This is an optimization exercise on Yosys and OpenROAD, whose aim is small area, a short achievable clock period and few clock cycles, not a production implementation. Where RTL was checked, it was by simulation tests only, not by an equivalence proof against the original.

==> 12-08: inputs <==
==> flow/design.v <==
module rca #(parameter N = 32) (
	input  [N-1:0] a,
	input  [N-1:0] b,
	input          ci,
	output [N-1:0] s,
	output         co
);
wire [N:0] c;
assign c[0] = ci;
genvar i;
generate for (i = 0; i < N; i = i + 1) begin : g
	assign s[i]   = a[i] ^ b[i] ^ c[i];
	assign c[i+1] = (a[i] & b[i]) | (a[i] & c[i]) | (b[i] & c[i]);
end endgenerate
assign co = c[N];
endmodule
module csa #(parameter N = 32) (
	input  [N-1:0] x,
	input  [N-1:0] y,
	input  [N-1:0] z,
	output [N-1:0] s,
	output [N-1:0] c
);
assign s = x ^ y ^ z;
wire [N-1:0] m = (x & y) | (x & z) | (y & z);
assign c = {m[N-2:0], 1'b0};
endmodule
module clz32 (
	input  [31:0] x,
	output reg [4:0] n
);
integer i;
always @(*) begin
	n = 5'd0;
	for (i = 0; i < 32; i = i + 1)
		if (x[i]) n = 5'd31 - i[4:0];
end
endmodule
module alu_unit (
	input  wire        clk,
	input  wire        rst,
	input  wire        start,
	input  wire [31:0] op1,
	input  wire [31:0] op2,
	input  wire [3:0]  selALU,
	output wire        done,
	output wire [31:0] result
);
reg [31:0] res;    
reg [31:0] ra;     
reg [31:0] rb;     
reg        rdone;
reg        busy;
reg        mdiv;   
reg        norm;   
reg [4:0]  cnt;    
assign result = res;
assign done   = rdone;
wire        inv = |selALU;
wire [32:0] s   = {1'b0, op1} + {1'b0, op2 ^ {32{inv}}} + {32'b0, inv};
wire        lt  = ~s[32];
wire        eq  = (op1 == op2);
wire        gt  = ~lt & ~eq;
wire        z1  = ~|op1;
wire        z2  = ~|op2;
reg [31:0] r0;
always @(*) begin
	case (selALU)
		4'd0, 4'd1: r0 = s[31:0];
		4'd3:       r0 = {32{z2}};
		4'd6:       r0 = ~op1;
		4'd10:      r0 = {32{eq}};
		4'd11:      r0 = {32{~eq}};
		4'd12:      r0 = {32{gt}};
		4'd13:      r0 = {32{lt}};
		default:    r0 = 32'd0;
	endcase
end
wire is_mul   = (selALU == 4'd2);
wire is_div   = (selALU == 4'd3);
wire mul_long = is_mul & ~z1 & ~z2;
wire div_long = is_div & ~z2 & ~lt;
wire swap     = lt & ~selALU[0];
wire [31:0] pp0 = rb[0] ? ra        : 32'd0;
wire [31:0] pp1 = rb[1] ? (ra << 1) : 32'd0;
wire [31:0] pp2 = rb[2] ? (ra << 2) : 32'd0;
wire [31:0] pp3 = rb[3] ? (ra << 3) : 32'd0;
wire [31:0] s1, c1, s2, c2, s3, c3, mp;
wire        mco;
csa #(32) u_c1 (.x(res), .y(pp0), .z(pp1), .s(s1), .c(c1));
csa #(32) u_c2 (.x(s1),  .y(c1),  .z(pp2), .s(s2), .c(c2));
csa #(32) u_c3 (.x(s2),  .y(c2),  .z(pp3), .s(s3), .c(c3));
rca #(32) u_ma (.a(s3), .b(c3), .ci(1'b0), .s(mp), .co(mco));
wire mul_last = ~|rb[31:4];
wire [4:0] lza, lzb;
clz32 u_lza (.x(ra), .n(lza));
clz32 u_lzb (.x(rb), .n(lzb));
wire [4:0] sh = lzb - lza;
wire [31:0] dt;
wire        dge;
rca #(32) u_ds (.a(ra), .b(~rb), .ci(1'b1), .s(dt), .co(dge));
wire div_last = (cnt == 5'd0);
always @(posedge clk) begin
	if (start) begin
		res  <= r0;
		ra   <= swap ? op2 : op1;
		rb   <= swap ? op1 : op2;
		mdiv <= is_div;
		norm <= 1'b1;
	end else if (mdiv) begin
		if (norm) begin
			rb   <= rb << sh;
			cnt  <= sh;
			norm <= 1'b0;
		end else begin
			res <= {res[30:0], dge};
			if (dge) ra <= dt;
			rb  <= rb >> 1;
			cnt <= cnt - 5'd1;
		end
	end else begin
		res <= mp;
		ra  <= ra << 4;
		rb  <= rb >> 4;
	end
	if (rst) begin
		rdone <= 1'b0;
		busy  <= 1'b0;
	end else if (start) begin
		rdone <= ~(mul_long | div_long);
		busy  <= mul_long | div_long;
	end else if (busy) begin
		if (mdiv ? (~norm & div_last) : mul_last) begin
			rdone <= 1'b1;
			busy  <= 1'b0;
		end else begin
			rdone <= 1'b0;
		end
	end else begin
		rdone <= 1'b0;
	end
end
endmodule
==> flow/run.sh <==
#!/bin/bash
# synth_recipe.tcl (not shown) runs the flow's synth.tcl, then flattens the netlist and writes it again
# the make line also repeats each setting of config.mk as NAME=value (left out here)
make -C /OpenROAD-flow-scripts/flow DESIGN_CONFIG=/design/flow/config.mk WORK_HOME=/design/flow/orfs CLKGATE_MAP_FILE= SYNTH_SCRIPT=/design/flow/synth_recipe.tcl finish
==> flow/config.mk <==
export PLATFORM = sky130hd
export DESIGN_NAME = alu_unit
export DESIGN_NICKNAME = alu_unit
export VERILOG_FILES = /design/flow/design.v
export SDC_FILE = /design/flow/constraint.sdc
export NUM_CORES = 4
export LEC_CHECK = 0
export CAP_MARGIN = 20
export CORE_MARGIN = 2
export CORE_UTILIZATION = 40
export SLEW_MARGIN = 20
==> flow/constraint.sdc <==
create_clock -name core_clock -period 85.0 [get_ports {clk}]
set_input_delay 17.0000 -clock core_clock [delete_from_list [all_inputs] [get_ports {clk}]]
set_output_delay 17.0000 -clock core_clock [all_outputs]
set_load 0.01 [all_outputs]
==> 10-19 (differences from 12-08) <==
--- a/flow/design.v
+++ b/flow/design.v
@@ -15,2 +15,17 @@
 assign co = c[N];
+endmodule
+module csel32 (
+	input  [31:0] a,
+	input  [31:0] b,
+	input         ci,
+	output [31:0] s,
+	output        co
+);
+wire        cm, c0, c1;
+wire [15:0] h0, h1;
+rca #(16) u_lo (.a(a[15:0]),  .b(b[15:0]),  .ci(ci),   .s(s[15:0]), .co(cm));
+rca #(16) u_h0 (.a(a[31:16]), .b(b[31:16]), .ci(1'b0), .s(h0),      .co(c0));
+rca #(16) u_h1 (.a(a[31:16]), .b(b[31:16]), .ci(1'b1), .s(h1),      .co(c1));
+assign s[31:16] = cm ? h1 : h0;
+assign co       = cm ? c1 : c0;
 endmodule
@@ -54,3 +69,4 @@
 reg        mdiv;   
-reg        norm;   
+reg        first;  
+reg        swp;    
 reg [4:0]  cnt;    
@@ -58,5 +74,5 @@
 assign done   = rdone;
-wire        inv = |selALU;
+wire        inv = selALU[0];           
 wire [32:0] s   = {1'b0, op1} + {1'b0, op2 ^ {32{inv}}} + {32'b0, inv};
-wire        lt  = ~s[32];
+wire        lt  = (op1 < op2);
 wire        eq  = (op1 == op2);
@@ -82,7 +98,12 @@
 wire div_long = is_div & ~z2 & ~lt;
-wire swap     = lt & ~selALU[0];
-wire [31:0] pp0 = rb[0] ? ra        : 32'd0;
-wire [31:0] pp1 = rb[1] ? (ra << 1) : 32'd0;
-wire [31:0] pp2 = rb[2] ? (ra << 2) : 32'd0;
-wire [31:0] pp3 = rb[3] ? (ra << 3) : 32'd0;
+wire [4:0] lza, lzb;
+clz32 u_lza (.x(ra), .n(lza));
+clz32 u_lzb (.x(rb), .n(lzb));
+wire        swap = first & swp;
+wire [31:0] mx   = swap ? rb : ra;
+wire [31:0] my   = swap ? ra : rb;
+wire [31:0] pp0 = my[0] ? mx        : 32'd0;
+wire [31:0] pp1 = my[1] ? (mx << 1) : 32'd0;
+wire [31:0] pp2 = my[2] ? (mx << 2) : 32'd0;
+wire [31:0] pp3 = my[3] ? (mx << 3) : 32'd0;
 wire [31:0] s1, c1, s2, c2, s3, c3, mp;
@@ -92,34 +113,31 @@
 csa #(32) u_c3 (.x(s2),  .y(c2),  .z(pp3), .s(s3), .c(c3));
-rca #(32) u_ma (.a(s3), .b(c3), .ci(1'b0), .s(mp), .co(mco));
-wire mul_last = ~|rb[31:4];
-wire [4:0] lza, lzb;
-clz32 u_lza (.x(ra), .n(lza));
-clz32 u_lzb (.x(rb), .n(lzb));
-wire [4:0] sh = lzb - lza;
+csel32     u_ma (.a(s3), .b(c3), .ci(1'b0), .s(mp), .co(mco));
+wire mul_last = ~|my[31:4];
+wire [4:0]  sh  = first ? (lzb - lza) : 5'd0;
+wire [31:0] dv  = rb << sh;
+wire [4:0]  ce  = first ? sh : cnt;
 wire [31:0] dt;
 wire        dge;
-rca #(32) u_ds (.a(ra), .b(~rb), .ci(1'b1), .s(dt), .co(dge));
-wire div_last = (cnt == 5'd0);
+csel32     u_ds (.a(ra), .b(~dv), .ci(1'b1), .s(dt), .co(dge));
+wire div_last = (ce == 5'd0);
 always @(posedge clk) begin
 	if (start) begin
-		res  <= r0;
-		ra   <= swap ? op2 : op1;
-		rb   <= swap ? op1 : op2;
-		mdiv <= is_div;
-		norm <= 1'b1;
-	end else if (mdiv) begin
-		if (norm) begin
-			rb   <= rb << sh;
-			cnt  <= sh;
-			norm <= 1'b0;
+		res   <= r0;
+		ra    <= op1;
+		rb    <= op2;
+		mdiv  <= is_div;
+		swp   <= lt;
+		first <= 1'b1;
+	end else begin
+		first <= 1'b0;
+		if (mdiv) begin
+			res <= {res[30:0], dge};
+			ra  <= dge ? dt : ra;
+			rb  <= dv >> 1;
+			cnt <= ce - 5'd1;
 		end else begin
-			res <= {res[30:0], dge};
-			if (dge) ra <= dt;
-			rb  <= rb >> 1;
-			cnt <= cnt - 5'd1;
+			res <= mp;
+			ra  <= mx << 4;
+			rb  <= my >> 4;
 		end
-	end else begin
-		res <= mp;
-		ra  <= ra << 4;
-		rb  <= rb >> 4;
 	end
@@ -131,9 +149,5 @@
 		busy  <= mul_long | div_long;
-	end else if (busy) begin
-		if (mdiv ? (~norm & div_last) : mul_last) begin
-			rdone <= 1'b1;
-			busy  <= 1'b0;
-		end else begin
-			rdone <= 1'b0;
-		end
+	end else if (busy & (mdiv ? div_last : mul_last)) begin
+		rdone <= 1'b1;
+		busy  <= 1'b0;
 	end else begin
==> flow/flow/run.sh (new file) <==
#!/bin/bash
# Standard ORFS layout, with the timing repair steps asked to leave
# SETUP_SLACK_MARGIN ns of setup slack so that they work on the paths
# that set the achieved period. Constraints and clock are the standard flow's own.
set -euo pipefail
export SETUP_SLACK_MARGIN=$(cat flow/margin.txt)
bash standard.sh > standard.log 2>&1
==> flow/flow/margin.txt (new file) <==
66.5
==> flow/standard.sh (new file) <==
#!/bin/bash
# synth_recipe.tcl (not shown) runs the flow's synth.tcl, then flattens the netlist and writes it again
# the make line also repeats each setting of config.mk as NAME=value (left out here)
make -C /OpenROAD-flow-scripts/flow DESIGN_CONFIG=/design/flow/config.mk WORK_HOME=/design/flow/orfs CLKGATE_MAP_FILE= SYNTH_SCRIPT=/design/flow/synth_recipe.tcl "${@:-finish}"
removed: flow/run.sh
==> comparison table <==
Outcome: 10-19 finished clean; 12-08 finished clean
Top-area cell type share of the netlist area: 10-19 14.55%; 12-08 19.31%
Launch point of the worst hold path: 10-19 busy$_SDFFE_PP0P_; 12-08 busy$_SDFF_PP0_
Core area: 10-19 39550 um2; 12-08 37580 um2
Fraction of area in multi-input gates: 10-19 68.14%; 12-08 66.67%
Unrepaired setup endpoints after global routing: 10-19 yes; 12-08 no
Die Height: 10-19 203.7 um; 12-08 199.2 um
Repair and plain buffers: 10-19 172; 12-08 132
Cell depth of the worst flop-to-flop path: 10-19 47; 12-08 42
Sequential-to-total area share from yosys stat: 10-19 15.74%; 12-08 18.52%
Library cells used by synthesis: 10-19 71; 12-08 76
Routed length on met3: 10-19 4.679 mm; 12-08 5.732 mm
Testbench counts of 12-08, summed over its fixed seeds: cycles 70,885.
The RTL of 10-19 was laid out without a check of its function.

---

==> run R <==
alu_unit with an RTL version that a note above also has.
==> module csel32, before the edit <==
module csel32 (
	input  [31:0] a,
	input  [31:0] b,
	input         ci,
	output [31:0] s,
	output        co
);
wire        cm, c0, c1;
wire [15:0] h0, h1;
rca #(16) u_lo (.a(a[15:0]),  .b(b[15:0]),  .ci(ci),   .s(s[15:0]), .co(cm));
rca #(16) u_h0 (.a(a[31:16]), .b(b[31:16]), .ci(1'b0), .s(h0),      .co(c0));
rca #(16) u_h1 (.a(a[31:16]), .b(b[31:16]), .ci(1'b1), .s(h1),      .co(c1));
assign s[31:16] = cm ? h1 : h0;
assign co       = cm ? c1 : c0;
endmodule
==> module alu_unit, before the edit <==
module alu_unit (
	input  wire        clk,
	input  wire        rst,
	input  wire        start,
	input  wire [31:0] op1,
	input  wire [31:0] op2,
	input  wire [3:0]  selALU,
	output wire        done,
	output wire [31:0] result
);
reg [31:0] res;    
reg [31:0] ra;     
reg [31:0] rb;     
reg        rdone;
reg        busy;
reg        mdiv;   
reg        first;  
reg        swp;    
reg [4:0]  cnt;    
assign result = res;
assign done   = rdone;
wire        inv = selALU[0];           
wire [32:0] s   = {1'b0, op1} + {1'b0, op2 ^ {32{inv}}} + {32'b0, inv};
wire        lt  = (op1 < op2);
wire        eq  = (op1 == op2);
wire        gt  = ~lt & ~eq;
wire        z1  = ~|op1;
wire        z2  = ~|op2;
reg [31:0] r0;
always @(*) begin
	case (selALU)
		4'd0, 4'd1: r0 = s[31:0];
		4'd3:       r0 = {32{z2}};
		4'd6:       r0 = ~op1;
		4'd10:      r0 = {32{eq}};
		4'd11:      r0 = {32{~eq}};
		4'd12:      r0 = {32{gt}};
		4'd13:      r0 = {32{lt}};
		default:    r0 = 32'd0;
	endcase
end
wire is_mul   = (selALU == 4'd2);
wire is_div   = (selALU == 4'd3);
wire mul_long = is_mul & ~z1 & ~z2;
wire div_long = is_div & ~z2 & ~lt;
wire [4:0] lza, lzb;
clz32 u_lza (.x(ra), .n(lza));
clz32 u_lzb (.x(rb), .n(lzb));
wire        swap = first & swp;
wire [31:0] mx   = swap ? rb : ra;
wire [31:0] my   = swap ? ra : rb;
wire [31:0] pp0 = my[0] ? mx        : 32'd0;
wire [31:0] pp1 = my[1] ? (mx << 1) : 32'd0;
wire [31:0] pp2 = my[2] ? (mx << 2) : 32'd0;
wire [31:0] pp3 = my[3] ? (mx << 3) : 32'd0;
wire [31:0] s1, c1, s2, c2, s3, c3, mp;
wire        mco;
csa #(32) u_c1 (.x(res), .y(pp0), .z(pp1), .s(s1), .c(c1));
csa #(32) u_c2 (.x(s1),  .y(c1),  .z(pp2), .s(s2), .c(c2));
csa #(32) u_c3 (.x(s2),  .y(c2),  .z(pp3), .s(s3), .c(c3));
csel32     u_ma (.a(s3), .b(c3), .ci(1'b0), .s(mp), .co(mco));
wire mul_last = ~|my[31:4];
wire [4:0]  sh  = first ? (lzb - lza) : 5'd0;
wire [31:0] dv  = rb << sh;
wire [4:0]  ce  = first ? sh : cnt;
wire [31:0] dt;
wire        dge;
csel32     u_ds (.a(ra), .b(~dv), .ci(1'b1), .s(dt), .co(dge));
wire div_last = (ce == 5'd0);
always @(posedge clk) begin
	if (start) begin
		res   <= r0;
		ra    <= op1;
		rb    <= op2;
		mdiv  <= is_div;
		swp   <= lt;
		first <= 1'b1;
	end else begin
		first <= 1'b0;
		if (mdiv) begin
			res <= {res[30:0], dge};
			ra  <= dge ? dt : ra;
			rb  <= dv >> 1;
			cnt <= ce - 5'd1;
		end else begin
			res <= mp;
			ra  <= mx << 4;
			rb  <= my >> 4;
		end
	end
	if (rst) begin
		rdone <= 1'b0;
		busy  <= 1'b0;
	end else if (start) begin
		rdone <= ~(mul_long | div_long);
		busy  <= mul_long | div_long;
	end else if (busy & (mdiv ? div_last : mul_last)) begin
		rdone <= 1'b1;
		busy  <= 1'b0;
	end else begin
		rdone <= 1'b0;
	end
end
endmodule
export LEC_CHECK = 0
export CAP_MARGIN = 20
export CORE_MARGIN = 2
export CORE_UTILIZATION = 40
export SLEW_MARGIN = 20
create_clock -name core_clock -period 85.0 [get_ports {clk}]
standard.sh (not shown) runs the stock make flow with config.mk's settings and CLKGATE_MAP_FILE= SYNTH_SCRIPT=/design/flow/synth_recipe.tcl, a recipe that flattens the netlist after the stock synthesis.
==> flow/flow/run.sh <==
#!/bin/bash
# Standard ORFS layout, with the timing repair steps asked to leave
# SETUP_SLACK_MARGIN ns of setup slack so that they work on the paths
# that set the achieved period. Constraints and clock are the standard flow's own.
set -euo pipefail
export SETUP_SLACK_MARGIN=$(cat flow/margin.txt)
bash standard.sh > standard.log 2>&1
==> flow/flow/margin.txt <==
65.5
==> inputs of run G, as changes to run R <==
--- a/flow/design.v
+++ b/flow/design.v
@@ -14,19 +14,4 @@
 end endgenerate
 assign co = c[N];
-endmodule
-module csel32 (
-	input  [31:0] a,
-	input  [31:0] b,
-	input         ci,
-	output [31:0] s,
-	output        co
-);
-wire        cm, c0, c1;
-wire [15:0] h0, h1;
-rca #(16) u_lo (.a(a[15:0]),  .b(b[15:0]),  .ci(ci),   .s(s[15:0]), .co(cm));
-rca #(16) u_h0 (.a(a[31:16]), .b(b[31:16]), .ci(1'b0), .s(h0),      .co(c0));
-rca #(16) u_h1 (.a(a[31:16]), .b(b[31:16]), .ci(1'b1), .s(h1),      .co(c1));
-assign s[31:16] = cm ? h1 : h0;
-assign co       = cm ? c1 : c0;
 endmodule
 module csa #(parameter N = 32) (
@@ -69,36 +54,30 @@
 reg        mdiv;   
 reg        first;  
-reg        swp;    
+reg        fnot;   
+reg        fone;   
 reg [4:0]  cnt;    
-assign result = res;
+assign result = res | (~ra & {32{fnot}}) | {32{fone}};
 assign done   = rdone;
-wire        inv = selALU[0];           
+wire        inv = selALU[0] | selALU[3];
 wire [32:0] s   = {1'b0, op1} + {1'b0, op2 ^ {32{inv}}} + {32'b0, inv};
-wire        lt  = (op1 < op2);
+wire        lt  = ~s[32];
 wire        eq  = (op1 == op2);
-wire        gt  = ~lt & ~eq;
 wire        z1  = ~|op1;
 wire        z2  = ~|op2;
-reg [31:0] r0;
-always @(*) begin
-	case (selALU)
-		4'd0, 4'd1: r0 = s[31:0];
-		4'd3:       r0 = {32{z2}};
-		4'd6:       r0 = ~op1;
-		4'd10:      r0 = {32{eq}};
-		4'd11:      r0 = {32{~eq}};
-		4'd12:      r0 = {32{gt}};
-		4'd13:      r0 = {32{lt}};
-		default:    r0 = 32'd0;
-	endcase
-end
-wire is_mul   = (selALU == 4'd2);
-wire is_div   = (selALU == 4'd3);
-wire mul_long = is_mul & ~z1 & ~z2;
-wire div_long = is_div & ~z2 & ~lt;
+wire is_addsub = (selALU[3:1] == 3'd0);
+wire is_mul    = (selALU == 4'd2);
+wire is_div    = (selALU == 4'd3);
+wire is_not    = (selALU == 4'd6);
+wire one       = ((selALU == 4'd10) &  eq)
+               | ((selALU == 4'd11) & ~eq)
+               | ((selALU == 4'd12) & ~lt & ~eq)
+               | ((selALU == 4'd13) &  lt)
+               | (is_div & z2);
+wire mul_long  = is_mul & ~z1 & ~z2;
+wire div_long  = is_div & ~z2 & ~lt;
 wire [4:0] lza, lzb;
 clz32 u_lza (.x(ra), .n(lza));
 clz32 u_lzb (.x(rb), .n(lzb));
-wire        swap = first & swp;
+wire        swap = first & (lza > lzb);
 wire [31:0] mx   = swap ? rb : ra;
 wire [31:0] my   = swap ? ra : rb;
@@ -112,5 +91,5 @@
 csa #(32) u_c2 (.x(s1),  .y(c1),  .z(pp2), .s(s2), .c(c2));
 csa #(32) u_c3 (.x(s2),  .y(c2),  .z(pp3), .s(s3), .c(c3));
-csel32     u_ma (.a(s3), .b(c3), .ci(1'b0), .s(mp), .co(mco));
+rca #(32) u_ma (.a(s3), .b(c3), .ci(1'b0), .s(mp), .co(mco));
 wire mul_last = ~|my[31:4];
 wire [4:0]  sh  = first ? (lzb - lza) : 5'd0;
@@ -119,13 +98,12 @@
 wire [31:0] dt;
 wire        dge;
-csel32     u_ds (.a(ra), .b(~dv), .ci(1'b1), .s(dt), .co(dge));
+rca #(32) u_ds (.a(ra), .b(~dv), .ci(1'b1), .s(dt), .co(dge));
 wire div_last = (ce == 5'd0);
 always @(posedge clk) begin
 	if (start) begin
-		res   <= r0;
+		res   <= s[31:0] & {32{is_addsub}};
 		ra    <= op1;
 		rb    <= op2;
 		mdiv  <= is_div;
-		swp   <= lt;
 		first <= 1'b1;
 	end else begin
@@ -142,4 +120,6 @@
 		end
 	end
+	fnot <= start & is_not;
+	fone <= start & one;
 	if (rst) begin
 		rdone <= 1'b0;
==> flow/flow/run.sh (replaced) <==
#!/bin/bash
# Standard ORFS layout, with two changes to how the layout is made:
# - the timing repair steps are asked to leave SETUP_SLACK_MARGIN ns of
#   setup slack (flow/margin.txt) so that they work on the paths that set
#   the achieved period;
# - the port buffers are plain buffers rather than delay cells.
# Constraints and clock are the standard flow's own.
set -euo pipefail
export SETUP_SLACK_MARGIN=$(cat flow/margin.txt)
export BUFFER_PORTS_ARGS="-buffer_cell sky130_fd_sc_hd__buf_1"
bash standard.sh > standard.log 2>&1
--- a/flow/config.mk
+++ b/flow/config.mk
@@ -6,6 +6,7 @@
 export NUM_CORES = 4
 export LEC_CHECK = 0
+export ABC_AREA = 1
 export CAP_MARGIN = 20
 export CORE_MARGIN = 2
-export CORE_UTILIZATION = 40
+export CORE_UTILIZATION = 55
 export SLEW_MARGIN = 20
==> flow_summary_export.csv <==
group,metric,value,unit
grt,met3_usage,0.0643,
layout,antennaDiodeCount,1,
layout,multi_input_area_share,0.664,
grt,grt_max_degree,63,
worst_setup_path,cp_data_arrival_time,20060,ps
placed_design,placedCellCount,2389,
run_status,run_status,"timing/DRC/antenna clean",
yosys,synthSimpleGateAreaFrac,0.240,
grt,grt_use_met2,0.606,
layout,drive_gt1_frac,0.109,
route,wl_met3,5780,um
worst_setup_path,cp_num_cells,26,
The numbers above come from run G.

==> flow_summary_export.csv <==
group,metric,value,unit
placed_design,placedCellCount,2553,
yosys,synthSimpleGateAreaFrac,0.186,
worst_setup_path,cp_data_arrival_time,20200,ps
layout,fillers,3885,
grt,grt_max_degree,88,
run_status,run_status,"timing/DRC/antenna clean",
route,drc_errors,0,
sta,tightest_slew,1010,ps
grt,grt_use_met2,0.417,
route,wl_met3,3970,um
layout,drive_gt1_frac,0.127,
layout,multi_input_area_share,0.683,
worst_setup_path,cp_num_cells,19,
The numbers above come from run R.

Testbench counts of run G, summed over its fixed seeds: cycles 69,196.
For run R, only the layout was checked, not whether the RTL still works.

[port drivers added, routing unchanged]
Ports are ideal in the flow. The routed layouts listed here were re-timed in OpenROAD. Step 1 (the two cells are an assumption about what drives the block):
set clk [get_ports {clk}]
set_driving_cell -lib_cell sky130_fd_sc_hd__clkbuf_16 $clk
set_driving_cell -lib_cell sky130_fd_sc_hd__buf_2 [delete_from_list [all_inputs] $clk]
Step 2, shift: input delay + t, output delay - t, t = (earliest + latest rising clock arrival at the registers) / 2. This alone moves slack from input paths to output paths. a / b / c = ideal ports / drivers / drivers and shift; a / b = the first two.
| run | shift t [ns] | setup WS [ns] | worst setup path at the end | worst data-port slew with drivers (ns) | pins driven straight from the clock port |
|---|---|---|---|---|---|
| 12-08 | 0.421 | 62.936 / 62.965 / 62.544 | input to register | 0.04 | 1 |
| 10-19 | 0.419 | 65.153 / 65.158 / 64.738 | input to register | 0.06 | 1 |
| run R | 0.419 | 65.110 / 65.122 / 64.703 | input to register | 0.06 | 1 |
| run G | 0.419 | 65.200 / 65.201 / 64.782 | input to register | 0.06 | 1 |
After both steps every run listed still meets setup and hold. The setup slack of run G, which loses most, moves by +0.001 ns with the drivers and by -0.418 ns with both steps.
